This design comes from an exercise in tuning for small area and a short achievable clock period on the open sky130 flow, not from production work.
RTL that was checked went through simulation tests only; none was proved equivalent to the original.
No functional check of the RTL was part of runs 2 and 4.
Power figures rest on the tool's default switching activity, not on a simulated workload.

==> flow/design.v, too long to show whole: its modules and the start of the top module <==
// module mul32lo: 1242 lines
// module c_a222oi: 3 lines
// module c_a21oi: 3 lines
// module c_o21ai: 3 lines
// module c_o22ai: 3 lines
// module c_nand2: 3 lines
// module c_nand3: 3 lines
// module c_nand4: 3 lines
// module c_nor2: 3 lines
// module c_inv: 3 lines
// module c_xor2: 3 lines
// module c_xnor2: 3 lines
// module c_fa: 4 lines
// module c_ha: 4 lines
// module c_or3: 3 lines
// module c_nor3: 3 lines
// module register_bank: 78 lines
// module arctos32_top: 108 lines
module arctos32_top (
    input         clock,
    input         reset,
    output [26:0] imem_addr,
    output        imem_en,
    input  [31:0] imem_rdata,
    output [22:0] dmem_addr,
    output [31:0] dmem_wdata,
    output        dmem_we,
    output        dmem_re,
    input  [31:0] dmem_rdata
);
  // ...
==> flow/flow/run.sh <==
#!/bin/bash
# Own flow: the standard layout (standard synthesis included, unchanged),
# with repair_timing asked for a setup margin so that the layout is optimised
# for a shorter clock period than the 25 ns constraint. The SDC is unchanged;
# the margin only steers repair_timing. make's output goes to standard_flow.log
# and each ORFS step writes its own log under orfs/logs.
set -euo pipefail
bash standard.sh SETUP_SLACK_MARGIN=17.5 finish > standard_flow.log 2>&1
==> flow/standard.sh <==
#!/bin/bash
# synth_recipe.tcl (not shown) runs the flow's synth.tcl, then flattens the netlist and writes it again
# the make line also repeats each setting of config.mk as NAME=value (left out here)
make -C /OpenROAD-flow-scripts/flow DESIGN_CONFIG=/design/flow/config.mk WORK_HOME=/design/flow/orfs CLKGATE_MAP_FILE= SYNTH_SCRIPT=/design/flow/synth_recipe.tcl "${@:-finish}"
==> flow/config.mk <==
export PLATFORM = sky130hd
export DESIGN_NAME = arctos32_top
export DESIGN_NICKNAME = arctos32_top
export VERILOG_FILES = /design/flow/design.v
export SDC_FILE = /design/flow/constraint.sdc
export NUM_CORES = 8
export LEC_CHECK = 0
export CAP_MARGIN = 20
export CORE_MARGIN = 2
export CORE_UTILIZATION = 60
export SLEW_MARGIN = 20
export SYNTH_HIERARCHICAL = 1
==> flow/constraint.sdc <==
create_clock -name core_clock -period 25.0 [get_ports {clock}]
set_input_delay 5.0000 -clock core_clock [delete_from_list [all_inputs] [get_ports {clock}]]
set_output_delay 5.0000 -clock core_clock [all_outputs]
set_load 0.01 [all_outputs]
==> summary.txt, run 1 <==
Finish
  • Area-dominant class: multi-input gates
  • CLK BUF: 137
  • Signal buffers: 622
  • Fraction of layout cells with a size suffix above 1: 0.1876
  • Reg with most FFs: RB.r.d

Setup path
  • Startpoint types: register
  • R2R Path Start: ir[26]$_DFF_PN0_
  • Slowest stage delay, CP: 450 ps

STA
  • Max-slew violations: 10
  • Total negative slack: 0 ps
  • Hold WS: 458.4 ps

Pwr
  • Logic pwr share: 0.409
  • Flop+latch power: between 2 and 2.5 mW
  • Sequential share of power: 0.332

Global route
  • Met1 Use GR: 0.6342
  • M2 GR Usage: 0.7179
  • Initial antenna violation count: 4

Synth
  • Area fraction in compound gates after synthesis: 0.1943
  • Post-synth net total: 5,882
  • Top FF cell, synth: edfxtp_1
  • FF+latch count, synth: 1,146

Run status
  • SO Faults: capacitance limit, slew limit
  • Run status: complete, but fails checks

Floorplanning
  • Rows: 123
  • Die height: 339.4 µm

Run
  • Maxcap violations: 1

Detailed routing
  • Drt first pass iters: 15

Clock network
  • Post-CTS Resized: 298
==> module register_bank, before the edit <==
module register_bank (
    input         clock,
    input         reset,
    input         we,        
    input  [4:0]  wa,
    input  [31:0] wd,
    input  [4:0]  ra_nxt,    
    input  [4:0]  rb_nxt,    
    input         rb_en_nxt,
    input  [31:0] b_or,      
    output [31:0] qa,
    output [31:0] qa_w,      
    output [31:0] qa_n,      
    output [31:0] qb,
    output [31:0] qb_n       
);
reg  [31:1] valid;
wire [31:1] wsel;
wire [31:1] valid_nxt = valid | wsel;
reg  [31:1] sa, sb;          
wire [31:0] q [0:31];
assign q[0] = 32'd0;
genvar k, j;
generate
    for (k = 1; k < 32; k = k + 1) begin : r
        reg [31:0] d;
        assign wsel[k] = we & (wa == k);
        always @(posedge clock)
            if (wsel[k])
                d <= wd;
        assign q[k] = d;
    end
endgenerate
integer i;
always @(posedge clock or negedge reset)
    if (!reset) begin
        valid <= 31'd0;
        sa    <= 31'd0;
        sb    <= 31'd0;
    end else begin
        valid <= valid_nxt;
        for (i = 1; i < 32; i = i + 1) begin
            sa[i] <= valid_nxt[i] & (ra_nxt == i);
            sb[i] <= valid_nxt[i] & rb_en_nxt & (rb_nxt == i);
        end
    end
wire [31:0] s_a = {sa, 1'b0};
wire [31:0] s_b = {sb, 1'b0};
generate
    for (j = 0; j < 32; j = j + 1) begin : b
        wire [10:0] na, nb;      
        for (k = 0; k < 10; k = k + 1) begin : t
            c_a222oi ua (.Y(na[k]),
                .A1(s_a[3*k+1]), .A2(q[3*k+1][j]), .B1(s_a[3*k+2]), .B2(q[3*k+2][j]),
                .C1(s_a[3*k+3]), .C2(q[3*k+3][j]));
            c_a222oi ub (.Y(nb[k]),
                .A1(s_b[3*k+1]), .A2(q[3*k+1][j]), .B1(s_b[3*k+2]), .B2(q[3*k+2][j]),
                .C1(s_b[3*k+3]), .C2(q[3*k+3][j]));
        end
        c_nand2 la (.Y(na[10]), .A(s_a[31]), .B(q[31][j]));
        c_nand2 lb (.Y(nb[10]), .A(s_b[31]), .B(q[31][j]));
        wire im_n;
        c_inv ib (.Y(im_n), .A(b_or[j]));
        wire [2:0] oa, ob;
        c_nand4 a0 (.Y(oa[0]), .A(na[0]), .B(na[1]), .C(na[2]), .D(na[3]));
        c_nand4 a1 (.Y(oa[1]), .A(na[4]), .B(na[5]), .C(na[6]), .D(na[7]));
        c_nand3 a2 (.Y(oa[2]), .A(na[8]), .B(na[9]), .C(na[10]));
        c_nand4 b0 (.Y(ob[0]), .A(nb[0]), .B(nb[1]), .C(nb[2]), .D(nb[3]));
        c_nand4 b1 (.Y(ob[1]), .A(nb[4]), .B(nb[5]), .C(nb[6]), .D(nb[7]));
        c_nand4 b2 (.Y(ob[2]), .A(nb[8]), .B(nb[9]), .C(nb[10]), .D(im_n));
        c_or3  oqa  (.X(qa[j]),   .A(oa[0]), .B(oa[1]), .C(oa[2]));
        c_or3  oqaw (.X(qa_w[j]), .A(oa[0]), .B(oa[1]), .C(oa[2]));
        c_nor3 oqan (.Y(qa_n[j]), .A(oa[0]), .B(oa[1]), .C(oa[2]));
        c_or3  oqb  (.X(qb[j]),   .A(ob[0]), .B(ob[1]), .C(ob[2]));
        c_nor3 oqbn (.Y(qb_n[j]), .A(ob[0]), .B(ob[1]), .C(ob[2]));
    end
endgenerate
endmodule
==> module arctos32_top, before the edit <==
module arctos32_top (
    input         clock,
    input         reset,
    output [26:0] imem_addr,
    output        imem_en,
    input  [31:0] imem_rdata,
    output [22:0] dmem_addr,
    output [31:0] dmem_wdata,
    output        dmem_we,
    output        dmem_re,
    input  [31:0] dmem_rdata
);
reg  [31:0] ir;         
reg  [26:0] pc;
reg         zf, cf;
wire [2:0] op     = ir[31:29];
wire       is_rr  = (op == 3'd0);
wire       is_imm = (op == 3'd1);
wire       is_li  = (op == 3'd2);
wire       is_mem = (op == 3'd3);
wire       is_br  = (op == 3'd4);
wire       stop   = ir[31] & (ir[30] | ir[29]);    
wire       is_alu = is_rr | is_imm;
wire [3:0] f      = ir[28:25];
always @(posedge clock or negedge reset)
    if (!reset)
        ir <= 32'd0;
    else
        ir <= {imem_rdata[31:29] | {3{stop}}, imem_rdata[28:0]};
wire take = is_br & ((ir[28:27] == 2'd0) | ((ir[28:27] == 2'd1) &  zf) |
                     ((ir[28:27] == 2'd2) & ~zf) | ((ir[28:27] == 2'd3) & cf));
always @(posedge clock or negedge reset)
    if (!reset)
        pc <= 27'd0;
    else if (!stop)
        pc <= take ? ir[26:0] : pc + 27'd1;
assign imem_addr = pc;
assign imem_en   = ~stop;
wire [31:0] a, a_w, a_n, b, b_n, wd;
wire        we = is_alu | is_li | (is_mem & ~ir[28]);
wire [4:0]  wa = is_li ? ir[28:24] : (is_mem ? ir[27:23] : ir[24:20]);
wire [4:0]  ra_nxt = (imem_rdata[31:29] == 3'd3) ? imem_rdata[27:23] : imem_rdata[19:15];
register_bank RB (.clock(clock), .reset(reset), .we(we), .wa(wa), .wd(wd),
                  .ra_nxt(ra_nxt), .rb_nxt(imem_rdata[14:10]), .rb_en_nxt(~imem_rdata[29]),
                  .b_or({32{ir[29]}} & {{17{ir[14]}}, ir[14:0]}),
                  .qa(a), .qa_w(a_w), .qa_n(a_n), .qb(b), .qb_n(b_n));
wire        f_add = (f == 4'd0), f_sub = (f == 4'd1), f_mul = (f == 4'd2);
wire        f_inc = (f == 4'd10), f_dec = (f == 4'd11);
wire        f_shl = (f == 4'd12), f_shr = (f == 4'd13);
wire        use_b = f_add | f_sub;
wire        inv_b = f_sub | f_dec;
wire        cin   = f_sub | f_inc;
wire [31:0] bx    = ({32{use_b}} & b) ^ {32{inv_b}};
wire [33:0] sum34 = {1'b0, a, 1'b1} + {1'b0, bx, cin};
wire [31:0] sum   = sum34[32:1];
wire        cout  = sum34[33];
wire        sh_small = ~|b[31:5];
wire [31:0] shl_raw  = a << b[4:0];
wire [31:0] shr_raw  = a >> b[4:0];
reg  [31:0] fast;
always @* begin
    case (f)
        4'd0, 4'd1, 4'd10, 4'd11: fast = sum;
        4'd3:  fast = a & b;
        4'd4:  fast = a | b;
        4'd5:  fast = ~a;
        4'd6:  fast = ~(a | b);
        4'd7:  fast = ~(a & b);
        4'd8:  fast = a ^ b;
        4'd9:  fast = ~(a ^ b);
        4'd12: fast = sh_small ? shl_raw : 32'd0;
        4'd13: fast = sh_small ? shr_raw : 32'd0;
        default: fast = 32'd0;
    endcase
end
wire [31:0] prod;
mul32lo MUL (.a_n(a_n), .b_n(b_n), .p(prod));
wire za = ~|a, zb = ~|b;
wire zfast = ~|fast;
wire zshl  = ~sh_small & (|b[31:6] | ~|shl_raw) | (sh_small & za);
wire z_new = f_mul ? (za | zb) :
             f_shl ? zshl :
             (zfast & ~(cout & (f_add | f_inc)));
wire c_new = (f_add & cout) | (f_sub & (cout | ir[29]));
always @(posedge clock or negedge reset)
    if (!reset) begin
        zf <= 1'b0;
        cf <= 1'b0;
    end else if (is_alu) begin
        zf <= z_new;
        cf <= c_new;
    end
wire [31:0] limm  = {{8{ir[23]}}, ir[23:0]};
wire        msel  = is_alu & f_mul;
wire [31:0] other_n = ~(msel ? 32'd0 : (is_alu ? fast : (is_li ? limm : dmem_rdata)));
genvar j;
generate
    for (j = 0; j < 32; j = j + 1) begin : w
        wire t;
        c_nand2 m0 (.Y(t), .A(prod[j]), .B(msel));
        c_nand2 m1 (.Y(wd[j]), .A(t), .B(other_n[j]));
    end
endgenerate
assign dmem_addr  = ir[22:0];
assign dmem_wdata = a_w;
assign dmem_we    = is_mem & ir[28];
assign dmem_re    = is_mem & ~ir[28];
endmodule
==> inputs of run 2 (changes only) <==
--- a/flow/design.v
+++ b/flow/design.v
@@ -1,2 +1,5 @@
-module mul32lo (input [31:0] a_n, input [31:0] b_n, output [31:0] p);
+module mul32lo (input [31:0] a, input [31:0] b, output [31:0] p);
+wire [31:0] a_n;
+genvar j;
+generate for (j = 0; j < 32; j = j + 1) begin : ia c_inv u (.Y(a_n[j]), .A(a[j])); end endgenerate
 wire sel1, pp3, sel5, pp7, sel9, pp11, sel13, pp15, sel17, pp19, sel21, pp23, sel25, pp27, sel29, pp31;
@@ -86,5 +89,5 @@
 wire G2449, sum2451;
-wire one_n0 = ~(~b_n[0] ^ 1'b0);
-wire two_n0 = ~((~b_n[1] & b_n[0] & ~1'b0) | (b_n[1] & ~b_n[0] & 1'b0));
-wire neg0 = ~b_n[1];
+wire one_n0 = ~(b[0] ^ 1'b0);
+wire two_n0 = ~((b[1] & ~b[0] & ~1'b0) | (~b[1] & b[0] & 1'b0));
+wire neg0 = b[1];
 c_nor2 u2 (.Y(sel1), .A(one_n0), .B(a_n[0]));
@@ -153,5 +156,5 @@
 c_xor2 u128 (.Y(pp127), .A(sel125), .B(neg0));
-wire one_n1 = ~(~b_n[2] ^ (~b_n[1]));
-wire two_n1 = ~((~b_n[3] & b_n[2] & ~(~b_n[1])) | (b_n[3] & ~b_n[2] & (~b_n[1])));
-wire neg1 = ~b_n[3];
+wire one_n1 = ~(b[2] ^ b[1]);
+wire two_n1 = ~((b[3] & ~b[2] & ~b[1]) | (~b[3] & b[2] & b[1]));
+wire neg1 = b[3];
 c_nor2 u130 (.Y(sel129), .A(one_n1), .B(a_n[0]));
@@ -216,5 +219,5 @@
 c_xor2 u248 (.Y(pp247), .A(sel245), .B(neg1));
-wire one_n2 = ~(~b_n[4] ^ (~b_n[3]));
-wire two_n2 = ~((~b_n[5] & b_n[4] & ~(~b_n[3])) | (b_n[5] & ~b_n[4] & (~b_n[3])));
-wire neg2 = ~b_n[5];
+wire one_n2 = ~(b[4] ^ b[3]);
+wire two_n2 = ~((b[5] & ~b[4] & ~b[3]) | (~b[5] & b[4] & b[3]));
+wire neg2 = b[5];
 c_nor2 u250 (.Y(sel249), .A(one_n2), .B(a_n[0]));
@@ -275,5 +278,5 @@
 c_xor2 u360 (.Y(pp359), .A(sel357), .B(neg2));
-wire one_n3 = ~(~b_n[6] ^ (~b_n[5]));
-wire two_n3 = ~((~b_n[7] & b_n[6] & ~(~b_n[5])) | (b_n[7] & ~b_n[6] & (~b_n[5])));
-wire neg3 = ~b_n[7];
+wire one_n3 = ~(b[6] ^ b[5]);
+wire two_n3 = ~((b[7] & ~b[6] & ~b[5]) | (~b[7] & b[6] & b[5]));
+wire neg3 = b[7];
 c_nor2 u362 (.Y(sel361), .A(one_n3), .B(a_n[0]));
@@ -330,5 +333,5 @@
 c_xor2 u464 (.Y(pp463), .A(sel461), .B(neg3));
-wire one_n4 = ~(~b_n[8] ^ (~b_n[7]));
-wire two_n4 = ~((~b_n[9] & b_n[8] & ~(~b_n[7])) | (b_n[9] & ~b_n[8] & (~b_n[7])));
-wire neg4 = ~b_n[9];
+wire one_n4 = ~(b[8] ^ b[7]);
+wire two_n4 = ~((b[9] & ~b[8] & ~b[7]) | (~b[9] & b[8] & b[7]));
+wire neg4 = b[9];
 c_nor2 u466 (.Y(sel465), .A(one_n4), .B(a_n[0]));
@@ -381,5 +384,5 @@
 c_xor2 u560 (.Y(pp559), .A(sel557), .B(neg4));
-wire one_n5 = ~(~b_n[10] ^ (~b_n[9]));
-wire two_n5 = ~((~b_n[11] & b_n[10] & ~(~b_n[9])) | (b_n[11] & ~b_n[10] & (~b_n[9])));
-wire neg5 = ~b_n[11];
+wire one_n5 = ~(b[10] ^ b[9]);
+wire two_n5 = ~((b[11] & ~b[10] & ~b[9]) | (~b[11] & b[10] & b[9]));
+wire neg5 = b[11];
 c_nor2 u562 (.Y(sel561), .A(one_n5), .B(a_n[0]));
@@ -428,5 +431,5 @@
 c_xor2 u648 (.Y(pp647), .A(sel645), .B(neg5));
-wire one_n6 = ~(~b_n[12] ^ (~b_n[11]));
-wire two_n6 = ~((~b_n[13] & b_n[12] & ~(~b_n[11])) | (b_n[13] & ~b_n[12] & (~b_n[11])));
-wire neg6 = ~b_n[13];
+wire one_n6 = ~(b[12] ^ b[11]);
+wire two_n6 = ~((b[13] & ~b[12] & ~b[11]) | (~b[13] & b[12] & b[11]));
+wire neg6 = b[13];
 c_nor2 u650 (.Y(sel649), .A(one_n6), .B(a_n[0]));
@@ -471,5 +474,5 @@
 c_xor2 u728 (.Y(pp727), .A(sel725), .B(neg6));
-wire one_n7 = ~(~b_n[14] ^ (~b_n[13]));
-wire two_n7 = ~((~b_n[15] & b_n[14] & ~(~b_n[13])) | (b_n[15] & ~b_n[14] & (~b_n[13])));
-wire neg7 = ~b_n[15];
+wire one_n7 = ~(b[14] ^ b[13]);
+wire two_n7 = ~((b[15] & ~b[14] & ~b[13]) | (~b[15] & b[14] & b[13]));
+wire neg7 = b[15];
 c_nor2 u730 (.Y(sel729), .A(one_n7), .B(a_n[0]));
@@ -510,5 +513,5 @@
 c_xor2 u800 (.Y(pp799), .A(sel797), .B(neg7));
-wire one_n8 = ~(~b_n[16] ^ (~b_n[15]));
-wire two_n8 = ~((~b_n[17] & b_n[16] & ~(~b_n[15])) | (b_n[17] & ~b_n[16] & (~b_n[15])));
-wire neg8 = ~b_n[17];
+wire one_n8 = ~(b[16] ^ b[15]);
+wire two_n8 = ~((b[17] & ~b[16] & ~b[15]) | (~b[17] & b[16] & b[15]));
+wire neg8 = b[17];
 c_nor2 u802 (.Y(sel801), .A(one_n8), .B(a_n[0]));
@@ -545,5 +548,5 @@
 c_xor2 u864 (.Y(pp863), .A(sel861), .B(neg8));
-wire one_n9 = ~(~b_n[18] ^ (~b_n[17]));
-wire two_n9 = ~((~b_n[19] & b_n[18] & ~(~b_n[17])) | (b_n[19] & ~b_n[18] & (~b_n[17])));
-wire neg9 = ~b_n[19];
+wire one_n9 = ~(b[18] ^ b[17]);
+wire two_n9 = ~((b[19] & ~b[18] & ~b[17]) | (~b[19] & b[18] & b[17]));
+wire neg9 = b[19];
 c_nor2 u866 (.Y(sel865), .A(one_n9), .B(a_n[0]));
@@ -576,5 +579,5 @@
 c_xor2 u920 (.Y(pp919), .A(sel917), .B(neg9));
-wire one_n10 = ~(~b_n[20] ^ (~b_n[19]));
-wire two_n10 = ~((~b_n[21] & b_n[20] & ~(~b_n[19])) | (b_n[21] & ~b_n[20] & (~b_n[19])));
-wire neg10 = ~b_n[21];
+wire one_n10 = ~(b[20] ^ b[19]);
+wire two_n10 = ~((b[21] & ~b[20] & ~b[19]) | (~b[21] & b[20] & b[19]));
+wire neg10 = b[21];
 c_nor2 u922 (.Y(sel921), .A(one_n10), .B(a_n[0]));
@@ -603,5 +606,5 @@
 c_xor2 u968 (.Y(pp967), .A(sel965), .B(neg10));
-wire one_n11 = ~(~b_n[22] ^ (~b_n[21]));
-wire two_n11 = ~((~b_n[23] & b_n[22] & ~(~b_n[21])) | (b_n[23] & ~b_n[22] & (~b_n[21])));
-wire neg11 = ~b_n[23];
+wire one_n11 = ~(b[22] ^ b[21]);
+wire two_n11 = ~((b[23] & ~b[22] & ~b[21]) | (~b[23] & b[22] & b[21]));
+wire neg11 = b[23];
 c_nor2 u970 (.Y(sel969), .A(one_n11), .B(a_n[0]));
@@ -626,5 +629,5 @@
 c_xor2 u1008 (.Y(pp1007), .A(sel1005), .B(neg11));
-wire one_n12 = ~(~b_n[24] ^ (~b_n[23]));
-wire two_n12 = ~((~b_n[25] & b_n[24] & ~(~b_n[23])) | (b_n[25] & ~b_n[24] & (~b_n[23])));
-wire neg12 = ~b_n[25];
+wire one_n12 = ~(b[24] ^ b[23]);
+wire two_n12 = ~((b[25] & ~b[24] & ~b[23]) | (~b[25] & b[24] & b[23]));
+wire neg12 = b[25];
 c_nor2 u1010 (.Y(sel1009), .A(one_n12), .B(a_n[0]));
@@ -645,5 +648,5 @@
 c_xor2 u1040 (.Y(pp1039), .A(sel1037), .B(neg12));
-wire one_n13 = ~(~b_n[26] ^ (~b_n[25]));
-wire two_n13 = ~((~b_n[27] & b_n[26] & ~(~b_n[25])) | (b_n[27] & ~b_n[26] & (~b_n[25])));
-wire neg13 = ~b_n[27];
+wire one_n13 = ~(b[26] ^ b[25]);
+wire two_n13 = ~((b[27] & ~b[26] & ~b[25]) | (~b[27] & b[26] & b[25]));
+wire neg13 = b[27];
 c_nor2 u1042 (.Y(sel1041), .A(one_n13), .B(a_n[0]));
@@ -660,5 +663,5 @@
 c_xor2 u1064 (.Y(pp1063), .A(sel1061), .B(neg13));
-wire one_n14 = ~(~b_n[28] ^ (~b_n[27]));
-wire two_n14 = ~((~b_n[29] & b_n[28] & ~(~b_n[27])) | (b_n[29] & ~b_n[28] & (~b_n[27])));
-wire neg14 = ~b_n[29];
+wire one_n14 = ~(b[28] ^ b[27]);
+wire two_n14 = ~((b[29] & ~b[28] & ~b[27]) | (~b[29] & b[28] & b[27]));
+wire neg14 = b[29];
 c_nor2 u1066 (.Y(sel1065), .A(one_n14), .B(a_n[0]));
@@ -671,5 +674,5 @@
 c_xor2 u1080 (.Y(pp1079), .A(sel1077), .B(neg14));
-wire one_n15 = ~(~b_n[30] ^ (~b_n[29]));
-wire two_n15 = ~((~b_n[31] & b_n[30] & ~(~b_n[29])) | (b_n[31] & ~b_n[30] & (~b_n[29])));
-wire neg15 = ~b_n[31];
+wire one_n15 = ~(b[30] ^ b[29]);
+wire two_n15 = ~((b[31] & ~b[30] & ~b[29]) | (~b[31] & b[30] & b[29]));
+wire neg15 = b[31];
 c_nor2 u1082 (.Y(sel1081), .A(one_n15), .B(a_n[0]));
@@ -1289,2 +1292,11 @@
 endmodule
+module c_o31ai (output Y, input A1, A2, A3, B1);
+    assign Y = ~((A1 | A2 | A3) & B1);
+endmodule
+module c_mux2 (output X, input S, A0, A1);
+    assign X = S ? A1 : A0;
+endmodule
+module c_nand4b (output Y, input A_N, B, C, D);
+    assign Y = ~(~A_N & B & C & D);
+endmodule
 module register_bank (
@@ -1295,10 +1307,8 @@
     input  [31:0] wd,
-    input  [4:0]  ra_nxt,    
-    input  [4:0]  rb_nxt,    
-    input         rb_en_nxt,
-    input  [31:0] b_or,      
-    output [31:0] qa,
-    output [31:0] qa_w,      
+    input         ra_sel,    
+    input  [4:0]  ra0,
+    input  [4:0]  ra1,
+    input  [4:0]  rb,        
+    input         rb_off,    
     output [31:0] qa_n,      
-    output [31:0] qb,
     output [31:0] qb_n       
@@ -1307,4 +1317,2 @@
 wire [31:1] wsel;
-wire [31:1] valid_nxt = valid | wsel;
-reg  [31:1] sa, sb;          
 wire [31:0] q [0:31];
@@ -1322,17 +1330,38 @@
 endgenerate
-integer i;
 always @(posedge clock or negedge reset)
-    if (!reset) begin
+    if (!reset)
         valid <= 31'd0;
-        sa    <= 31'd0;
-        sb    <= 31'd0;
-    end else begin
-        valid <= valid_nxt;
-        for (i = 1; i < 32; i = i + 1) begin
-            sa[i] <= valid_nxt[i] & (ra_nxt == i);
-            sb[i] <= valid_nxt[i] & rb_en_nxt & (rb_nxt == i);
-        end
+    else
+        valid <= valid | wsel;
+wire [31:0] s_a, s_b;
+wire [4:0]  ra0_n, ra1_n, rb_n;
+wire        ra_sel_n;
+wire [7:0]  pa0_n, pa1_n, pb_n;      
+wire [31:1] rd_ok = valid & ~wsel;
+c_inv isel (.Y(ra_sel_n), .A(ra_sel));
+generate
+    for (k = 0; k < 5; k = k + 1) begin : li
+        c_inv ia0 (.Y(ra0_n[k]), .A(ra0[k]));
+        c_inv ia1 (.Y(ra1_n[k]), .A(ra1[k]));
+        c_inv ib  (.Y(rb_n[k]),  .A(rb[k]));
+    end
+    for (k = 0; k < 8; k = k + 1) begin : p
+        c_nand4 pa0 (.Y(pa0_n[k]), .A(k & 1 ? ra0[0] : ra0_n[0]), .B(k & 2 ? ra0[1] : ra0_n[1]),
+                     .C(k & 4 ? ra0[2] : ra0_n[2]), .D(ra_sel_n));
+        c_nand4 pa1 (.Y(pa1_n[k]), .A(k & 1 ? ra1[0] : ra1_n[0]), .B(k & 2 ? ra1[1] : ra1_n[1]),
+                     .C(k & 4 ? ra1[2] : ra1_n[2]), .D(ra_sel));
+        c_nand4b pb (.Y(pb_n[k]),  .A_N(rb_off), .B(k & 1 ? rb[0] : rb_n[0]),
+                     .C(k & 2 ? rb[1] : rb_n[1]), .D(k & 4 ? rb[2] : rb_n[2]));
+    end
+    for (k = 1; k < 32; k = k + 1) begin : s
+        wire ha0_n, ha1_n, hb_n;
+        c_nand3 ha0 (.Y(ha0_n), .A(rd_ok[k]), .B(k & 8 ? ra0[3] : ra0_n[3]), .C(k & 16 ? ra0[4] : ra0_n[4]));
+        c_nand3 ha1 (.Y(ha1_n), .A(rd_ok[k]), .B(k & 8 ? ra1[3] : ra1_n[3]), .C(k & 16 ? ra1[4] : ra1_n[4]));
+        c_nand3 hb  (.Y(hb_n),  .A(rd_ok[k]), .B(k & 8 ? rb[3] : rb_n[3]),   .C(k & 16 ? rb[4] : rb_n[4]));
+        c_o22ai sa (.Y(s_a[k]), .A1(pa0_n[k % 8]), .A2(ha0_n), .B1(pa1_n[k % 8]), .B2(ha1_n));
+        c_nor2  sb (.Y(s_b[k]), .A(pb_n[k % 8]), .B(hb_n));
     end
-wire [31:0] s_a = {sa, 1'b0};
-wire [31:0] s_b = {sb, 1'b0};
+endgenerate
+assign s_a[0] = 1'b0;
+assign s_b[0] = 1'b0;
 generate
@@ -1350,4 +1379,2 @@
         c_nand2 lb (.Y(nb[10]), .A(s_b[31]), .B(q[31][j]));
-        wire im_n;
-        c_inv ib (.Y(im_n), .A(b_or[j]));
         wire [2:0] oa, ob;
@@ -1358,8 +1385,5 @@
         c_nand4 b1 (.Y(ob[1]), .A(nb[4]), .B(nb[5]), .C(nb[6]), .D(nb[7]));
-        c_nand4 b2 (.Y(ob[2]), .A(nb[8]), .B(nb[9]), .C(nb[10]), .D(im_n));
-        c_or3  oqa  (.X(qa[j]),   .A(oa[0]), .B(oa[1]), .C(oa[2]));
-        c_or3  oqaw (.X(qa_w[j]), .A(oa[0]), .B(oa[1]), .C(oa[2]));
-        c_nor3 oqan (.Y(qa_n[j]), .A(oa[0]), .B(oa[1]), .C(oa[2]));
-        c_or3  oqb  (.X(qb[j]),   .A(ob[0]), .B(ob[1]), .C(ob[2]));
-        c_nor3 oqbn (.Y(qb_n[j]), .A(ob[0]), .B(ob[1]), .C(ob[2]));
+        c_nand3 b2 (.Y(ob[2]), .A(nb[8]), .B(nb[9]), .C(nb[10]));
+        c_nor3  oqa (.Y(qa_n[j]), .A(oa[0]), .B(oa[1]), .C(oa[2]));
+        c_nor3  oqb (.Y(qb_n[j]), .A(ob[0]), .B(ob[1]), .C(ob[2]));
     end
@@ -1379,3 +1403,6 @@
 );
+genvar j;
 reg  [31:0] ir;         
+reg  [31:0] a, b;       
+reg  [31:0] wdata_n;    
 reg  [26:0] pc;
@@ -1393,5 +1420,7 @@
     if (!reset)
-        ir <= 32'd0;
+        ir[31:24] <= 8'b010_00000;
     else
-        ir <= {imem_rdata[31:29] | {3{stop}}, imem_rdata[28:0]};
+        ir[31:24] <= {imem_rdata[31:29] | {3{stop}}, imem_rdata[28:24]};
+always @(posedge clock)
+    ir[23:0] <= imem_rdata[23:0];
 wire take = is_br & ((ir[28:27] == 2'd0) | ((ir[28:27] == 2'd1) &  zf) |
@@ -1403,12 +1432,44 @@
         pc <= take ? ir[26:0] : pc + 27'd1;
+wire [2:0] op_nxt = imem_rdata[31:29] | {3{stop}};
+reg        en_q, we_q, re_q;
+always @(posedge clock or negedge reset)
+    if (!reset) begin
+        en_q <= 1'b1;
+        we_q <= 1'b0;
+        re_q <= 1'b0;
+    end else begin
+        en_q <= ~(op_nxt[2] & (op_nxt[1] | op_nxt[0]));
+        we_q <= (op_nxt == 3'd3) &  imem_rdata[28];
+        re_q <= (op_nxt == 3'd3) & ~imem_rdata[28];
+    end
 assign imem_addr = pc;
-assign imem_en   = ~stop;
-wire [31:0] a, a_w, a_n, b, b_n, wd;
+assign imem_en   = en_q;
+wire [31:0] wd, wd_f;    
 wire        we = is_alu | is_li | (is_mem & ~ir[28]);
 wire [4:0]  wa = is_li ? ir[28:24] : (is_mem ? ir[27:23] : ir[24:20]);
-wire [4:0]  ra_nxt = (imem_rdata[31:29] == 3'd3) ? imem_rdata[27:23] : imem_rdata[19:15];
+wire [31:0] nx     = imem_rdata;
+wire [4:0]  ra_nxt = nx[30] ? nx[27:23] : nx[19:15];
+wire [4:0]  rb_nxt = nx[14:10];
+wire [31:0] qa_n, qb_n;
 register_bank RB (.clock(clock), .reset(reset), .we(we), .wa(wa), .wd(wd),
-                  .ra_nxt(ra_nxt), .rb_nxt(imem_rdata[14:10]), .rb_en_nxt(~imem_rdata[29]),
-                  .b_or({32{ir[29]}} & {{17{ir[14]}}, ir[14:0]}),
-                  .qa(a), .qa_w(a_w), .qa_n(a_n), .qb(b), .qb_n(b_n));
+                  .ra_sel(nx[30]), .ra0(nx[19:15]), .ra1(nx[27:23]), .rb(rb_nxt), .rb_off(nx[29]),
+                  .qa_n(qa_n), .qb_n(qb_n));
+wire        fwd_a = we & (wa == ra_nxt) & (|ra_nxt);
+wire        fwd_b = we & ~nx[29] & (wa == rb_nxt) & (|rb_nxt);
+wire [31:0] a_d, b_d;
+wire [31:0] imm_n = ~({32{nx[29]}} & {{17{nx[14]}}, nx[14:0]});    
+generate
+    for (j = 0; j < 32; j = j + 1) begin : fw
+        wire ta, tb;
+        c_nand2 a0 (.Y(ta), .A(wd_f[j]), .B(fwd_a));
+        c_nand2 a2 (.Y(a_d[j]), .A(ta), .B(qa_n[j]));
+        c_nand2 b0 (.Y(tb), .A(wd_f[j]), .B(fwd_b));
+        c_nand3 b2 (.Y(b_d[j]), .A(tb), .B(qb_n[j]), .C(imm_n[j]));
+    end
+endgenerate
+always @(posedge clock) begin
+    a       <= a_d;
+    b       <= b_d;
+    wdata_n <= ~a_d;
+end
 wire        f_add = (f == 4'd0), f_sub = (f == 4'd1), f_mul = (f == 4'd2);
@@ -1424,4 +1485,10 @@
 wire        sh_small = ~|b[31:5];
-wire [31:0] shl_raw  = a << b[4:0];
-wire [31:0] shr_raw  = a >> b[4:0];
+function [31:0] rev32(input [31:0] x);
+    integer i;
+    for (i = 0; i < 32; i = i + 1)
+        rev32[i] = x[31-i];
+endfunction
+wire [31:0] sh_in    = f[0] ? rev32(a) : a;      
+wire [31:0] shl_raw  = sh_in << b[4:0];
+wire [31:0] shr_raw  = rev32(shl_raw);
 reg  [31:0] fast;
@@ -1443,3 +1510,3 @@
 wire [31:0] prod;
-mul32lo MUL (.a_n(a_n), .b_n(b_n), .p(prod));
+mul32lo MUL (.a(a), .b(b), .p(prod));
 wire za = ~|a, zb = ~|b;
@@ -1453,3 +1520,3 @@
     if (!reset) begin
-        zf <= 1'b0;
+        zf <= 1'b1;
         cf <= 1'b0;
@@ -1459,6 +1526,4 @@
     end
-wire [31:0] limm  = {{8{ir[23]}}, ir[23:0]};
-wire        msel  = is_alu & f_mul;
-wire [31:0] other_n = ~(msel ? 32'd0 : (is_alu ? fast : (is_li ? limm : dmem_rdata)));
-genvar j;
+wire        msel    = is_alu & f_mul;
+wire [31:0] other_n = ~(msel ? 32'd0 : (is_alu ? fast : (is_li ? {{8{ir[23]}}, ir[23:0]} : dmem_rdata)));
 generate
@@ -1468,2 +1533,3 @@
         c_nand2 m1 (.Y(wd[j]), .A(t), .B(other_n[j]));
+        c_nand2 m2 (.Y(wd_f[j]), .A(t), .B(other_n[j]));
     end
@@ -1471,5 +1537,5 @@
 assign dmem_addr  = ir[22:0];
-assign dmem_wdata = a_w;
-assign dmem_we    = is_mem & ir[28];
-assign dmem_re    = is_mem & ~ir[28];
+assign dmem_wdata = ~wdata_n;
+assign dmem_we    = we_q;     
+assign dmem_re    = re_q;     
 endmodule
==> flow/flow/run.sh (replaced) <==
#!/bin/bash
# Own flow: the standard layout (standard synthesis included, unchanged)
# with changes that only steer optimisation; the SDC is unchanged:
#  - repair_timing is asked for a setup margin (flow/margin.txt), so the
#    layout is optimised for a shorter period than the 25 ns constraint;
#  - the port buffers are buf_4 (buffer_ports would otherwise pick a slow
#    delay cell);
set -euo pipefail
MARGIN=$(cat flow/margin.txt)
bash standard.sh synth > standard_synth.log 2>&1
bash standard.sh SETUP_SLACK_MARGIN=$MARGIN POST_GLOBAL_ROUTE_TCL=$PWD/flow/post_grt.tcl \
    "BUFFER_PORTS_ARGS=-buffer_cell sky130_fd_sc_hd__buf_4" finish > standard_flow.log 2>&1
==> flow/flow/margin.txt (new file) <==
18.5
==> flow/flow/post_grt.tcl (new file) <==
# Sourced by ORFS's global_route.tcl (POST_GLOBAL_ROUTE_TCL) after its
# repair_timing: repair max slew and capacitance once more, with a wider
# margin, then legalise and re-route the changed nets incrementally.
puts "post_grt: repair_design after repair_timing"
estimate_parasitics -global_routing
repair_design -slew_margin 35 -cap_margin 35 -verbose
global_route -start_incremental
detailed_placement
global_route -end_incremental
estimate_parasitics -global_routing
report_check_types -max_slew -max_cap -violators
--- a/flow/config.mk
+++ b/flow/config.mk
@@ -9,3 +9,3 @@
 export CORE_MARGIN = 2
-export CORE_UTILIZATION = 60
+export CORE_UTILIZATION = 50
 export SLEW_MARGIN = 20
==> run 2 against run 1 <==
Compared with the run above: worst setup slack better by 1100 ps; critical path type is now in2reg; synthesized cell count up 1.0%; clock-buffer cell count up 18; clock power up 17%; now clean on timing, DRC and antenna; non-clock buffer count down 57; clock skew down 8.8 ps; largest cell class is now flip-flops and latches; via count up 1.1%; register-to-register slack better by 1100 ps.
==> summary.txt, run 2 <==
Setup path
  • Path type of the worst setup path: in2reg
  • WP depth: 11
  • WP buf/inv: 5
  • Slowest cell on crit path: a222oi_1
  • Crit Path Max Fanout: 9
  • Worst setup EP type: register
  • Slowest stage delay, CP: 450 ps (about the same)
  • R2R depth: 18
  • CP Data Required Time: 25,620 ps
  • Startpoint types: input port
  • Arrival time worst endpoint: 7430 ps
  • CP top delay family: simple AND/OR/NAND/NOR gates
  • Worst path cell trace: buf_16 -> clkinvlp_4 -> buf_4 -> nand3_2 -> o22ai_4 -> buf_12 -> buf_8 -> a222oi_1 -> nand4_1 -> nor3_4 -> nand2_1

Detailed routing
  • DR iter-0 viols: 14,260
  • Drt first pass iters: 14 (-1)
  • Via density: 7.851
  • Remaining DRCs: 0
  • DR WL/cell: 41.44 µm
  • Antenna Nets Post-Route: 0
  • Via Count: 62,070
  • Total Wirelength: 327,600 µm

Placed design
  • Post-DP HPWL: 192,100 µm
  • Post-DP Area: 72,150 µm²
  • Dpl cells: 7,458
  • PortBufs: 150
  • GPL Wtd Cong: 1.080
  • Place WS: 17,170 ps

Min path
  • Min-delay worst type: reg2reg
  • Worst hold stages: 1

Synth
  • Asr flop ratio synth: 0.06002
  • Seq/Total Area, Yosys: 0.5054
  • Cells after Synth: 5,533
  • Post-synth net total: 5,938 (+0.95%)
  • Post-synth top area share: 0.4432
  • Syn avg cell area: ~12 µm²
  • Most frequent cells after synthesis: edfxtp_1 (992), a222oi_1 (654), nand2_1 (482), o22ai_1 (372), xor2_1 (314)
  • Post-synthesis mux area share: 0.02532
  • Main combinational cell family by area after synthesis: compound AO/OA/AOI/OAI gates
  • FF+latch count, synth: 1,183 (+3.2%)
  • Synth area leader: edfxtp_1
  • Number of synthesized flops with an enable pin: 992
  • Unique masters post-synth: 95
  • Count leader, synth: edfxtp_1
  • Post-synthesis instance area: a little under 70,000 µm²
  • Area fraction in compound gates after synthesis: 0.1978 (+0.003560)
  • Top FF cell, synth: edfxtp_1
  • Synth Area in XOR/XNOR: 0.05421
  • Synth Area in Adders: 0.08668
  • Ys Warns: 8
  • Simple-Gate Fraction of Synth Area: 0.1033
  • Ranking of synthesized cells by area: edfxtp_1 (44%), a222oi_1 (9.7%), fa_1 (6.3%), xor2_1 (4.1%), dfxtp_1 (3.6%)

STA
  • Max-slew violations: 0 (-10)
  • Rel. slew slack: 0.2759
  • Fmax: 146.8 MHz
  • Slew @ Worst Pin: between 1000 and 1500 ps
  • Minimum clock period: 6811 ps
  • Hold WS: 477.8 ps (+19.35 ps)
  • Total negative slack: 0 ps (unchanged)
  • Setup-failing EPs final: 0
  • Final hold viol count: 0
  • Crit path setup slack, layout: 18,190 ps
  • Crit share post-route: 0.2724
  • Worst clock skew: 35.46 ps

Clock network
  • Clk Latency, worst-skew pair: ~760 ps
  • Htree depth: 3
  • CTS Hold Bufs: 0
  • Max Buffers Root-to-Sink: 3
  • Clock Tree Root: clkbuf_16
  • Post-CTS setup buffer count: 80
  • Post-CTS Resized: 243 (-18%)
  • CTS tree: yes
  • CTS sink cnt: ~1,200
  • Total CTS buffers: 119
  • Clk slew on worst S/H paths: 60 ps

Pwr
  • Leak: just under 30 nW
  • Power per Cell Area: approximately 70 nW/µm²
  • Maximum vdd drop: between 90 and 100 µV

Floorplanning
  • Rows: 134 (+8.9%)
  • Total die area: approximately 140,000 µm²
  • Chip Width: 370.6 µm
  • Initial Util: 0.5036
  • Num ports: ~150
  • Die height: 370.6 µm (+9.2%)
  • Core area: 133,500 µm²

Global route
  • Grt met3 use: 0.1680
  • Overflow after GRT: 0
  • Met1 Use GR: 0.5987 (-0.03553)
  • Vias in the first global route: 56,520
  • Most Crowded Layer GR: met2
  • M2 GR Usage: 0.6056 (-0.1124)
  • Initial antenna violation count: 10 (+6)
  • First-pass GRT wire length: around 430,000 µm
  • Largest net degree at the start of global routing: 72
  • Gr usage total: 0.4467

Finish
  • Most frequent cells in the layout: edfxtp_1 (992), a222oi_1 (654), nand2_1 (438), buf_4 (359), o22ai_1 (331)
  • Reg area: 34,040 µm²
  • Area Overhead vs Synth: 20.67%
  • Layout fillers: 10,560
  • Layout net count: 6,438
  • Final design area excluding fillers: 81,100 µm²
  • Reg with most FFs: RB.r.d
  • Max FFs per register: a little under 1,000
  • Multi-input gate area: 33,320 µm²
  • Most common cell after layout, fill and taps aside: edfxtp_1
  • Fraction of layout cells with a size suffix above 1: 0.2023 (+0.01479)
  • Non-Filler Instances: between 7,000 and 8,000

Run status
  • Run status: timing/DRC/antenna clean

Run
  • Maxcap violations: 0 (-1)
run 2: cell count changes after synthesis, moves of 55 or more:
cell     change
nand3_1    +159
dfxtp_1    +120
nand2_1     +90
or3_1       -87
dfrtp_1     -86
a21oi_1     -67
o22ai_1     +55
run 2: per-module statistics from Yosys, one instance, submodules excluded, excerpt:
module,cells,times used
c_ha,1,30
c_nor3,1,64
c_xnor2,1,53
c_xor2,1,281
c_o21ai,1,71
c_nor2,1,100
run 2: layout make-up:
type | instances | area share
sequential | 1183 | 0.4196
multi-input combinational | 3944 | 0.4109
timing repair buffer | 565 | 0.08019
clock buffer | 155 | 0.04059
tap | 1768 | 0.02728
inverter | 216 | 0.01057
clock inverter | 66 | 0.01034
timing repair inverter | 4 | 0.0003703
antenna | 5 | 0.0001543
run 2: per-stage QoR:
stage	util	power (mW)
finish	0.6077	5.724
CTS	0.5905	5.618
detailed placement	0.5406	3.693
global placement	0.5404	3.698
floorplan	-	3.457
run 2: power by group:
part           leakage, nW  switching [mW]  internal [mW]  total (mW)
Clock                 2.00           0.798           1.10        1.90
Combinational         16.3            1.06          0.601        1.66
Sequential            10.9          0.0174           2.14        2.16
Total                 29.2            1.88           3.85        5.72
run 2: worst paths after layout:
kind / from / to / slack (ps)
hold / removal: RB.valid[7]$_DFF_PN0_ / RB.valid[7]$_DFF_PN0_ / 480
max in group asynchronous: reset / ir[25]$_DFF_PN0_ / 20170
hold reg to reg: RB.valid[7]$_DFF_PN0_ / RB.valid[7]$_DFF_PN0_ / 480
setup / recovery: imem_rdata[26] / a[16]$_DFF_P_ / 18190
setup reg to reg: ir[28]$_DFF_PN0_ / RB.r[2].d[17]$_DFFE_PP_ / 18500
min in group asynchronous: reset / RB.valid[23]$_DFF_PN0_ / 4270
run 2: cells by family after synthesis:
| group | Yosys count |
|---|---|
| AO/OA/AOI/OAI | 1681 |
| XOR/XNOR | 416 |
| adder cells (fa/ha/maj) | 339 |
| buffers and inverters | 408 |
| flip-flops | 1183 |
| multiplexers | 117 |
| AND/OR/NAND/NOR | 1389 |
run 2: metal layers:
| metal | wire length, µm | up-vias |
|---|---|---|
| li1 | - | 23910 |
| met1 | 112800 | 30400 |
| met2 | 129400 | 6448 |
| met3 | 58800 | 1305 |
| met4 | 26550 | 6 |
| met5 | 46 | - |
==> inputs of run 3 (changes only) <==
--- a/flow/design.v
+++ b/flow/design.v
@@ -1298,5 +1298,2 @@
 endmodule
-module c_nand4b (output Y, input A_N, B, C, D);
-    assign Y = ~(~A_N & B & C & D);
-endmodule
 module register_bank (
@@ -1311,3 +1308,3 @@
     input  [4:0]  rb,        
-    input         rb_off,    
+    input         rb_en,     
     output [31:0] qa_n,      
@@ -1352,4 +1349,4 @@
                      .C(k & 4 ? ra1[2] : ra1_n[2]), .D(ra_sel));
-        c_nand4b pb (.Y(pb_n[k]),  .A_N(rb_off), .B(k & 1 ? rb[0] : rb_n[0]),
-                     .C(k & 2 ? rb[1] : rb_n[1]), .D(k & 4 ? rb[2] : rb_n[2]));
+        c_nand3 pb  (.Y(pb_n[k]),  .A(k & 1 ? rb[0] : rb_n[0]),   .B(k & 2 ? rb[1] : rb_n[1]),
+                     .C(k & 4 ? rb[2] : rb_n[2]));
     end
@@ -1387,3 +1384,3 @@
         c_nor3  oqa (.Y(qa_n[j]), .A(oa[0]), .B(oa[1]), .C(oa[2]));
-        c_nor3  oqb (.Y(qb_n[j]), .A(ob[0]), .B(ob[1]), .C(ob[2]));
+        c_o31ai oqb (.Y(qb_n[j]), .A1(ob[0]), .A2(ob[1]), .A3(ob[2]), .B1(rb_en));
     end
@@ -1406,3 +1403,2 @@
 reg  [31:0] a, b;       
-reg  [31:0] wdata_n;    
 reg  [26:0] pc;
@@ -1454,3 +1450,3 @@
 register_bank RB (.clock(clock), .reset(reset), .we(we), .wa(wa), .wd(wd),
-                  .ra_sel(nx[30]), .ra0(nx[19:15]), .ra1(nx[27:23]), .rb(rb_nxt), .rb_off(nx[29]),
+                  .ra_sel(nx[30]), .ra0(nx[19:15]), .ra1(nx[27:23]), .rb(rb_nxt), .rb_en(~nx[29]),
                   .qa_n(qa_n), .qb_n(qb_n));
@@ -1470,5 +1466,4 @@
 always @(posedge clock) begin
-    a       <= a_d;
-    b       <= b_d;
-    wdata_n <= ~a_d;
+    a  <= a_d;
+    b  <= b_d;
 end
@@ -1537,3 +1532,3 @@
 assign dmem_addr  = ir[22:0];
-assign dmem_wdata = ~wdata_n;
+assign dmem_wdata = a;
 assign dmem_we    = we_q;     
==> flow/flow/run.sh (replaced) <==
#!/bin/bash
set -euo pipefail
MARGIN=$(cat flow/margin.txt)
bash standard.sh SETUP_SLACK_MARGIN=$MARGIN POST_GLOBAL_ROUTE_TCL=$PWD/flow/post_grt.tcl finish > standard_flow.log 2>&1
==> run 3 against run 2 <==
Compared with the run above: cell count shrank 0.19%; worst setup slack gained 170 ps; wire length shrank 0.48%; register-to-register slack gained 90 ps; global-route usage grew 0.47 points; first-iteration DRC count grew 4.1%; fmax grew 2.6%.
==> summary.txt, run 3 <==
Finish
  • Final design area excluding fillers: 80,370 µm² (-0.91%)
  • Multi-input gate area: 33,510 µm² (+0.56%)
  • Most common cell after layout, fill and taps aside: edfxtp_1
  • Reg with most FFs: RB.r.d
  • Fraction of layout cells with a size suffix above 1: 0.1898 (-0.01257)
  • Area Overhead vs Synth: 20.75% (about the same)
  • Max FFs per register: 992 (unchanged)
  • Layout Utilization: 0.6098 (+0.002080)
  • Reg area: 33,440 µm² (-1.8%)
  • Most frequent cells in the layout: edfxtp_1 (992), a222oi_1 (643), nand2_1 (518), xor2_1 (313), o22ai_1 (308)
  • Layout net count: 6,437 (-0.016%)
  • Layout fillers: 10,540 (-0.22%)

Pwr
  • Pint: 3.633 mW (-5.5%)
  • Leak: 28.67 nW (-1.7%)
  • Sw Share: 0.3349 (+0.006792)
  • Clock power frac: 0.301 (-0.031)
  • Psw: 1.829 mW (-2.6%)
  • Sequential share of power: 0.386 (+0.009)
  • Maximum vdd drop: 85.76 µV (-14%)
  • Logic pwr share: 0.314 (+0.023)
  • Power per Cell Area: 67.96 nW/µm² (-3.7%)

Floorplanning
  • Initial Util: 0.5050 (+0.001384)
  • Core area: 131,800 µm² (-1.2%)
  • Num ports: 151 (unchanged)
  • Chip Width: 368.8 µm (-0.48%)
  • Rows: 133 (-0.75%)
  • Total die area: 136,000 µm² (-0.96%)
  • Die height: 368.8 µm (-0.48%)

Clock network
  • CTS sink cnt: 1,151 (-2.7%)
  • Post-CTS setup buffer count: 99 (+24%)
  • Clk slew on worst S/H paths: 60 ps (about the same)
  • Htree depth: 3 (unchanged)
  • CTS Hold Bufs: 0 (unchanged)
  • Clock Tree Root: clkbuf_16
  • Post-CTS Resized: 584 (+140%)
  • CTS tree: yes
  • Total CTS buffers: 107 (-10%)
  • Max Buffers Root-to-Sink: 3 (unchanged)
  • Clk Latency, worst-skew pair: 730 ps (-30 ps)

Setup path
  • Crit Path Max Fanout: 8 (-1)
  • Path type of the worst setup path: in2reg
  • R2R depth: 21 (+3)
  • Startpoint types: input port
  • R2R Path Start: a[14]$_DFF_P_
  • Slowest stage delay, CP: 430 ps (-20 ps)
  • Worst path cell trace: buf_8 -> buf_12 -> clkinvlp_4 -> buf_12 -> nand3_4 -> nor2_4 -> buf_12 -> buf_16 -> a222oi_1 -> nand4_1 -> o31ai_2 -> nand3_1
  • Worst setup EP type: register
  • Worst reg2reg endpoint: b[21]$_DFF_P_
  • CP Data Required Time: 25,600 ps (-20 ps)
  • R2r setup slk: 18,590 ps (+90 ps)
  • Arrival time worst endpoint: 7240 ps (-190 ps)
  • Slowest cell on crit path: a222oi_1
  • Crit-path most repeated cell: buf_12

Detailed routing
  • Via Count: 62,020 (-0.081%)
  • Via density: 7.860 (+0.11%)
  • DR iter-0 viols: 14,850 (+4.1%)
  • Drt first pass iters: 14 (unchanged)
  • DR WL/cell: 41.32 µm (-0.29%)
  • Antenna Nets Post-Route: 0 (unchanged)
  • Total Wirelength: 326,100 µm (-0.48%)
  • Remaining DRCs: 0 (unchanged)

Synth
  • FF+latch count, synth: 1,151 (-2.7%)
  • Ranking of synthesized cells by area: edfxtp_1 (45%), a222oi_1 (9.7%), fa_1 (6.3%), xor2_1 (4.1%), o22ai_1 (3.2%)
  • Post-synth net total: 5,928 (-0.17%)
  • Most frequent cells after synthesis: edfxtp_1 (992), a222oi_1 (643), nand2_1 (550), o22ai_1 (339), xor2_1 (313)
  • Cells after Synth: 5,523 (-0.18%)
  • Number of synthesized flops with an enable pin: 992 (unchanged)
  • Asr flop ratio synth: 0.06169 (+0.001669)
  • Top FF cell, synth: edfxtp_1
  • Ys Warns: 8 (unchanged)
  • Seq/Total Area, Yosys: 0.5008 (-0.004656)
  • Synth area leader: edfxtp_1
  • Unique masters post-synth: 91 (-4.2%)
  • Post-synth top area share: 0.4476 (+0.004358)
  • Syn avg cell area: 12.05 µm² (-0.79%)
  • Count leader, synth: edfxtp_1
  • Post-synthesis instance area: 66,560 µm² (-0.97%)

Placed design
  • Place WS: 16,370 ps (-800.2 ps)
  • GPL Wtd Cong: 0.9929 (-8.1%)
  • Post-DP Area: 71,970 µm² (-0.25%)
  • Post-DP HPWL: 184,400 µm (-4.0%)
  • PortBufs: 150 (unchanged)

STA
  • Total negative slack: 0 ps (unchanged)
  • Hold WS: 461.3 ps (-16.54 ps)
  • Max-slew violations: 0 (unchanged)
  • Final hold viol count: 0 (unchanged)
  • Minimum clock period: 6641 ps (-169.8 ps)
  • Crit share post-route: 0.2657 (-0.006792)
  • Slew @ Worst Pin: 1040 ps (-46.10 ps)
  • Crit path setup slack, layout: 18,360 ps (+169.8 ps)
  • Fmax: 150.6 MHz (+2.6%)
  • Worst clock skew: 23.27 ps (-12.18 ps)
  • Rel. slew slack: 0.3049 (+0.02899)
  • Setup-failing EPs final: 0 (unchanged)

Min path
  • Worst Hold Launch: cf$_DFFE_PN0N_
  • Hold Path End: cf$_DFFE_PN0N_
  • Worst hold stages: 2 (+1)
  • Min-delay worst type: reg2reg

Global route
  • M2 GR Usage: 0.6134 (+0.007774)
  • Met1 Use GR: 0.6004 (+0.001692)
  • Vias in the first global route: 56,810 (+0.51%)
  • Gr usage total: 0.4514 (+0.004684)
  • Largest net degree at the start of global routing: 72 (unchanged)
  • Most Crowded Layer GR: met2
  • Overflow after GRT: 0 (unchanged)
  • Initial antenna violation count: 21 (+11)
  • Grt met3 use: 0.1979 (+0.02993)
  • First-pass GRT wire length: 433,800 µm (+0.42%)

Run status
  • Run status: timing/DRC/antenna clean

Run
  • Maxcap violations: 0 (unchanged)
[run 3: cell types whose count changed after synthesis, moves of 14 or more]
cell      previous run  this run
o31ai_2              0        33
o22a_1              22         5
nor2_1             237       267
nor3_2              64        33
dfxtp_1            120        88
nor3_1              50        36
o22ai_1            372       339
nand2_1            482       550
a21oi_1            127       169
clkbuf_1            97       118
inv_1              210       145
[run 3: logic make-up (layout without fill, tap and decap cells)]
| logic type | Yosys count | after routing | share of synthesized area |
|---|---|---|---|
| XOR/XNOR | 414 | 414 | 0.05448 |
| AO/OA/AOI/OAI | 1710 | 1710 | 0.2037 |
| flip-flops | 1151 | 1151 | 0.5008 |
| AND/OR/NAND/NOR | 1427 | 1434 | 0.1021 |
| multiplexers | 124 | 124 | 0.02715 |
| other | 0 | 13 | 0 |
| adder cells (fa/ha/maj) | 339 | 339 | 0.08753 |
| buffers and inverters | 358 | 951 | 0.02425 |
[run 3: area by class of cell]
cell class | count | share of cell area
Tap cell | 1755 | 0.02732
Inverter | 148 | 0.007613
Multi-Input combinational cell | 4021 | 0.4170
Sequential cell | 1151 | 0.4161
Clock inverter | 73 | 0.007924
Timing Repair Buffer | 602 | 0.08885
Antenna cell | 13 | 0.0004048
Timing Repair inverter | 1 | 0.00009341
Clock buffer | 127 | 0.03476
[run 3: modules after synthesis (local to each module, per instance), excerpt]
module,cells inside,flops+latches,area [µm²]
c_fa,1,0,20.02
c_inv,1,0,3.754
c_nand2,1,0,3.754
c_nand3,1,0,5.005
c_nor2,1,0,3.754
c_xnor2,1,0,8.758
[run 3: worst max path at each step]
stage	start	end	slack, ps	depth (start not counted)
floorplan	imem_rdata[30]	a[31]$_DFF_P_	18460	7
global placement	imem_rdata[30]	a[22]$_DFF_P_	16400	9
detailed placement	imem_rdata[30]	a[24]$_DFF_P_	16370	9
CTS	imem_rdata[12]	b[23]$_DFF_P_	18490	9
finish	imem_rdata[13]	b[8]$_DFF_P_	18360	12
[run 3: power by group through the flow]
stage / clock (mW) / sequential (mW) / combinational (mW)
2_1_floorplan: 0 / 2.15 / 1.26
3_3_place_gp: 0 / 2.15 / 1.48
3_5_place_dp: 0 / 2.15 / 1.48
4_1_cts: 1.64 / 2.11 / 1.58
6_report: 1.64 / 2.11 / 1.71
[run 3: metrics by stage]
stage	cells	power, mW
after CTS	7767	5.326
after global placement	7443	3.632
after floorplan	5523	3.407
final	7891	5.462
after detailed placement	7445	3.627
[run 3: critical path, delay by kind of cell]
family / cells / cell delay [ps]
compound gates: 2 / 800
simple gates: 4 / 580
buf+inv: 6 / 860
[run 3: layer usage]
| metal | wire length, µm | share of wire |
|---|---|---|
| met1 | 114200 | 0.35 |
| met2 | 128700 | 0.39 |
| met3 | 59910 | 0.18 |
| met4 | 22770 | 0.070 |
| met5 | 530 | 0.0016 |
==> inputs of run 4 (changes only) <==
--- a/flow/design.v
+++ b/flow/design.v
@@ -1298,2 +1298,5 @@
 endmodule
+module c_nand4b (output Y, input A_N, B, C, D);
+    assign Y = ~(~A_N & B & C & D);
+endmodule
 module register_bank (
@@ -1308,3 +1311,3 @@
     input  [4:0]  rb,        
-    input         rb_en,     
+    input         rb_off,    
     output [31:0] qa_n,      
@@ -1349,4 +1352,4 @@
                      .C(k & 4 ? ra1[2] : ra1_n[2]), .D(ra_sel));
-        c_nand3 pb  (.Y(pb_n[k]),  .A(k & 1 ? rb[0] : rb_n[0]),   .B(k & 2 ? rb[1] : rb_n[1]),
-                     .C(k & 4 ? rb[2] : rb_n[2]));
+        c_nand4b pb (.Y(pb_n[k]),  .A_N(rb_off), .B(k & 1 ? rb[0] : rb_n[0]),
+                     .C(k & 2 ? rb[1] : rb_n[1]), .D(k & 4 ? rb[2] : rb_n[2]));
     end
@@ -1384,3 +1387,3 @@
         c_nor3  oqa (.Y(qa_n[j]), .A(oa[0]), .B(oa[1]), .C(oa[2]));
-        c_o31ai oqb (.Y(qb_n[j]), .A1(ob[0]), .A2(ob[1]), .A3(ob[2]), .B1(rb_en));
+        c_nor3  oqb (.Y(qb_n[j]), .A(ob[0]), .B(ob[1]), .C(ob[2]));
     end
@@ -1450,3 +1453,3 @@
 register_bank RB (.clock(clock), .reset(reset), .we(we), .wa(wa), .wd(wd),
-                  .ra_sel(nx[30]), .ra0(nx[19:15]), .ra1(nx[27:23]), .rb(rb_nxt), .rb_en(~nx[29]),
+                  .ra_sel(nx[30]), .ra0(nx[19:15]), .ra1(nx[27:23]), .rb(rb_nxt), .rb_off(nx[29]),
                   .qa_n(qa_n), .qb_n(qb_n));
@@ -1466,4 +1469,4 @@
 always @(posedge clock) begin
-    a  <= a_d;
-    b  <= b_d;
+    a <= a_d;
+    b <= b_d;
 end
@@ -1476,6 +1479,5 @@
 wire [31:0] bx    = ({32{use_b}} & b) ^ {32{inv_b}};
-wire [33:0] sum34 = {1'b0, a, 1'b1} + {1'b0, bx, cin};
-wire [31:0] sum   = sum34[32:1];
-wire        cout  = sum34[33];
-wire        sh_small = ~|b[31:5];
+wire [31:0] sum;
+wire        cout;
+alu_add ADD (.a(a), .b(bx), .cin(cin), .sum(sum), .cout(cout));
 function [31:0] rev32(input [31:0] x);
@@ -1485,21 +1487,26 @@
 endfunction
+wire        sh_small = ~|b[31:5];
 wire [31:0] sh_in    = f[0] ? rev32(a) : a;      
-wire [31:0] shl_raw  = sh_in << b[4:0];
+wire [31:0] shl_raw;
+alu_shl SHL (.x(sh_in), .s(b[4:0]), .y(shl_raw));
 wire [31:0] shr_raw  = rev32(shl_raw);
-reg  [31:0] fast;
+reg  [3:0]  tt;
 always @* begin
     case (f)
-        4'd0, 4'd1, 4'd10, 4'd11: fast = sum;
-        4'd3:  fast = a & b;
-        4'd4:  fast = a | b;
-        4'd5:  fast = ~a;
-        4'd6:  fast = ~(a | b);
-        4'd7:  fast = ~(a & b);
-        4'd8:  fast = a ^ b;
-        4'd9:  fast = ~(a ^ b);
-        4'd12: fast = sh_small ? shl_raw : 32'd0;
-        4'd13: fast = sh_small ? shr_raw : 32'd0;
-        default: fast = 32'd0;
+        4'd3:    tt = 4'b1000;    
+        4'd4:    tt = 4'b1110;    
+        4'd5:    tt = 4'b0011;    
+        4'd6:    tt = 4'b0001;    
+        4'd7:    tt = 4'b0111;    
+        4'd8:    tt = 4'b0110;    
+        4'd9:    tt = 4'b1001;    
+        default: tt = 4'b0000;
     endcase
 end
+wire [31:0] lgc;
+alu_logic LGC (.a(a), .b(b), .t(tt), .y(lgc));
+wire        s_sum = f_add | f_sub | f_inc | f_dec;
+wire        s_shl = f_shl & sh_small;
+wire        s_shr = f_shr & sh_small;
+wire [31:0] fast  = ({32{s_sum}} & sum) | lgc | ({32{s_shl}} & shl_raw) | ({32{s_shr}} & shr_raw);
 wire [31:0] prod;
@@ -1536 +1543,15 @@
 endmodule
+module alu_add (input [31:0] a, input [31:0] b, input cin, output [31:0] sum, output cout);
+    assign {cout, sum} = a + b + cin;
+endmodule
+module alu_shl (input [31:0] x, input [4:0] s, output [31:0] y);
+    assign y = x << s;
+endmodule
+module alu_logic (input [31:0] a, input [31:0] b, input [3:0] t, output [31:0] y);
+    genvar j;
+    generate
+        for (j = 0; j < 32; j = j + 1) begin : g
+            assign y[j] = t[{a[j], b[j]}];
+        end
+    endgenerate
+endmodule
==> flow/flow/run.sh (replaced) <==
#!/bin/bash
# Own flow: the standard layout (standard synthesis included, unchanged)
# with changes that only steer optimisation; the SDC is unchanged:
#  - repair_timing is asked for a setup margin (flow/margin.txt), so the
#    layout is optimised for a shorter period than the 25 ns constraint;
#  - the port buffers are buf_4 (buffer_ports would otherwise pick a slow
#    delay cell);
set -euo pipefail
MARGIN=$(cat flow/margin.txt)
bash standard.sh synth > standard_synth.log 2>&1
bash standard.sh SETUP_SLACK_MARGIN=$MARGIN POST_GLOBAL_ROUTE_TCL=$PWD/flow/post_grt.tcl \
    "BUFFER_PORTS_ARGS=-buffer_cell sky130_fd_sc_hd__buf_4" finish > standard_flow.log 2>&1
==> run 4 against run 3 <==
Compared with the run above: still clean; non-clock buffer count up 26; global-route usage down 0.80 points; sequential power about the same; total power up 2.4%; largest cell class is now flip-flops and latches.
==> summary.txt, run 4 <==
Finish
  • Most frequent cells in the layout: edfxtp_1 (992), a222oi_1 (648), nand2_1 (438), buf_4 (391), xor2_1 (295)
  • Reg with most FFs: RB.r.d
  • Area Overhead vs Synth: 22.26%
  • Non-Filler Instances: 7,423 (-5.9%)
  • Most common cell after layout, fill and taps aside: edfxtp_1
  • Layout Utilization: 0.6155 (+0.005693)
  • Max FFs per register: 992 (unchanged)
  • Multi-input gate area: 31,290 µm² (-6.6%)
  • Fraction of layout cells with a size suffix above 1: 0.2288 (+0.03905)
  • Layout fillers: 9,864 (-6.4%)
  • Layout net count: 5,986 (-7.0%)
  • Reg area: 33,400 µm² (-0.12%)

Placed design
  • Dpl cells: 6,914 (-7.1%)
  • PortBufs: 150 (unchanged)
  • Post-DP HPWL: 180,400 µm (-2.2%)
  • GPL Wtd Cong: 1.011 (+1.8%)

Synth
  • Post-synth top area share: 0.4640 (+0.01644)
  • Seq/Total Area, Yosys: 0.5192 (+0.01840)
  • Synth area leader: edfxtp_1
  • Post-synthesis instance area: 64,200 µm² (-3.5%)
  • Top FF cell, synth: edfxtp_1
  • Syn avg cell area: 12.67 µm² (+5.2%)
  • Count leader, synth: edfxtp_1
  • Post-synth net total: 5,405 (-8.8%)
  • FF+latch count, synth: 1,151 (unchanged)
  • Cells after Synth: 5,065 (-8.3%)
  • Ys Warns: 8 (unchanged)
  • Ranking of synthesized cells by area: edfxtp_1 (46%), a222oi_1 (10%), fa_1 (6.6%), xor2_1 (4.0%), o22ai_1 (2.9%)
  • Most frequent cells after synthesis: edfxtp_1 (992), a222oi_1 (648), nand2_1 (470), o22ai_1 (297), xor2_1 (295)
  • Asr flop ratio synth: 0.06169 (unchanged)
  • Unique masters post-synth: 105 (+15%)
  • Number of synthesized flops with an enable pin: 992 (unchanged)

Pwr
  • Maximum vdd drop: 98.40 µV (+15%)
  • Power per Cell Area: 71.27 nW/µm² (+4.9%)
  • Total power: 5.594 mW (+2.4%)
  • Leak: 28.11 nW (-1.9%)

Detailed routing
  • Via Count: 58,380 (-5.9%)
  • DR WL/cell: 42.63 µm (+3.2%)
  • Antenna Nets Post-Route: 0 (unchanged)
  • DR iter-0 viols: 13,400 (-9.7%)
  • Total Wirelength: 316,500 µm (-2.9%)
  • Remaining DRCs: 0 (unchanged)
  • Via density: 7.865 (about the same)
  • Drt first pass iters: 14 (unchanged)

STA
  • Max-slew violations: 0 (unchanged)
  • Setup-failing EPs final: 0 (unchanged)
  • Rel. slew slack: 0.2731 (-0.03176)
  • Minimum clock period: 6696 ps (+54.70 ps)
  • Total negative slack: 0 ps (unchanged)
  • Slew @ Worst Pin: 1084 ps (+43.72 ps)
  • Final hold viol count: 0 (unchanged)
  • Fmax: 149.3 MHz (-0.82%)
  • Crit share post-route: 0.2678 (+0.002188)
  • Worst clock skew: 94.88 ps (+71.61 ps)

Global route
  • Vias in the first global route: 53,020 (-6.7%)
  • First-pass GRT wire length: 410,500 µm (-5.4%)
  • Largest net degree at the start of global routing: 68 (-5.6%)
  • Overflow after GRT: 0 (unchanged)
  • Gr usage total: 0.4434 (-0.008014)
  • Initial antenna violation count: 7 (-67%)

Clock network
  • CTS tree: yes
  • Clk Latency, worst-skew pair: 810 ps (+80 ps)
  • CTS Hold Bufs: 0 (unchanged)
  • CTS sink cnt: 1,151 (unchanged)
  • Post-CTS Resized: 264 (-55%)
  • Max Buffers Root-to-Sink: 3 (unchanged)
  • Htree depth: 3 (unchanged)
  • Clock Tree Root: clkbuf_16
  • Post-CTS setup buffer count: 127 (+28%)
  • Total CTS buffers: 117 (+9.3%)
  • Clk slew on worst S/H paths: 60 ps (about the same)

Floorplanning
  • Die height: 362.3 µm (-1.8%)
  • Rows: 131 (-1.5%)
  • Total die area: 131,300 µm² (-3.5%)
  • Core area: 127,500 µm² (-3.2%)
  • Initial Util: 0.5034 (-0.001559)
  • Num ports: 151 (unchanged)
  • Chip Width: 362.3 µm (-1.8%)

Setup path
  • Worst setup EP type: register
  • Startpoint types: input port
  • Arrival time worst endpoint: 7290 ps (+50 ps)
  • Crit Path Max Fanout: 32 (+24)
  • Path type of the worst setup path: in2reg
  • CP Data Required Time: 25,600 ps (about the same)

Run
  • Maxcap violations: 0 (unchanged)

Run status
  • Run status: timing/DRC/antenna clean

Min path
  • Min-delay worst type: reg2reg
[run 4: worst paths after layout]
check                               start                        to  slack (ps)  cells after the start
hold reg to reg            cf$_DFFE_PN0N_            cf$_DFFE_PN0N_         480                      2
hold / removal             cf$_DFFE_PN0N_            cf$_DFFE_PN0N_         480                      2
setup / recovery           imem_rdata[26]              a[0]$_DFF_P_       18300                     10
max in group asynchronous           reset    RB.valid[16]$_DFF_PN0_       20020                      2
setup reg to reg             a[7]$_DFF_P_  RB.r[25].d[15]$_DFFE_PP_       18590                     16
min in group asynchronous           reset         pc[2]$_DFFE_PN0N_        4020                      1
[run 4: layout make-up]
class                   instances  share of cell area
repair inverters                4           0.0003507
clock buffers                 155             0.04132
inverters                      80            0.004336
repair buffers                628             0.09168
clock inverters                69             0.01130
flip-flops and latches       1151              0.4255
diodes                         10           0.0003188
multi-input cells            3664              0.3987
well taps                    1662             0.02649
[run 4: cell families (layout without fill, tap and decap cells)]
group           Yosys count  in the layout  synth area share
mux                     134            134           0.03502
flops                  1151           1151            0.5192
buf+inv                 252            936           0.01963
simple gates           1325           1327            0.1040
compound gates         1540           1540            0.1909
fa+ha+maj               274            274           0.07819
xor+xnor                389            389           0.05307
other cells               0             10                 0
[run 4: per-stage QoR]
step | worst slack (ps) | instance area, µm² | hold WS [ps]
2_1_floorplan | 18390 | 64930 | 431.6
6_report | 18300 | 78490 | 476.9
3_3_place_gp | 17130 | 69080 | 452.9
4_1_cts | 18500 | 75820 | 475.1
3_5_place_dp | 17110 | 69080 | 462.4
[run 4: Yosys stat by module, one instance, submodules excluded, a selection]
module,times used,cells,flip-flops and latches,area (µm²)
mul32lo,1,94,0,644.4
c_xnor2,53,1,0,8.758
c_o21ai,71,1,0,5.005
alu_logic,1,44,0,780.7
c_inv,60,1,0,3.754
c_nand4,144,1,0,6.256
c_nor2,100,1,0,3.754
c_a21oi,51,1,0,8.758
c_o22ai,287,1,0,6.256
c_fa,210,1,0,20.02
arctos32_top,1,832,128,6997
c_nand2,328,1,0,3.754
c_nand3,189,1,0,5.005
c_xor2,281,1,0,8.758
c_nor3,64,1,0,10.01
[run 4: power by group]
part / switching, mW / total, mW / internal (mW) / leakage (nW)
registers: 0.0194 / 2.11 / 2.09 / 10.6
logic: 1.01 / 1.60 / 0.592 / 15.5
clock network: 0.800 / 1.88 / 1.08 / 2.01
[run 4: critical path: stages]
cell	delay, ps
buf_12	160
clkinvlp_4	200
buf_4	190
nand3_1	120
o22ai_4	110
buf_8	210
a222oi_1	340
nand4_1	450
nor3_4	340
nand2_1	70
[run 4: metal layers]
metal / track usage / wire, µm / vias to the layer above
met3: 0.1616 / 51820 / 1382
met4: 0.2880 / 29810 / 8
met1: 0.5654 / 104900 / 28700
met5: 0.007769 / 322 / -
met2: 0.6353 / 129600 / 5723
li1: - / - / 22570

Re-timed with assumed drivers on the ports (clkbuf_16 on the clock, buf_2 on other inputs), run 4 has 18.256 ns of setup slack against 18.304 ns with ideal ports, and 17.424 ns once port delays also move by the mid clock arrival of 0.833 ns.
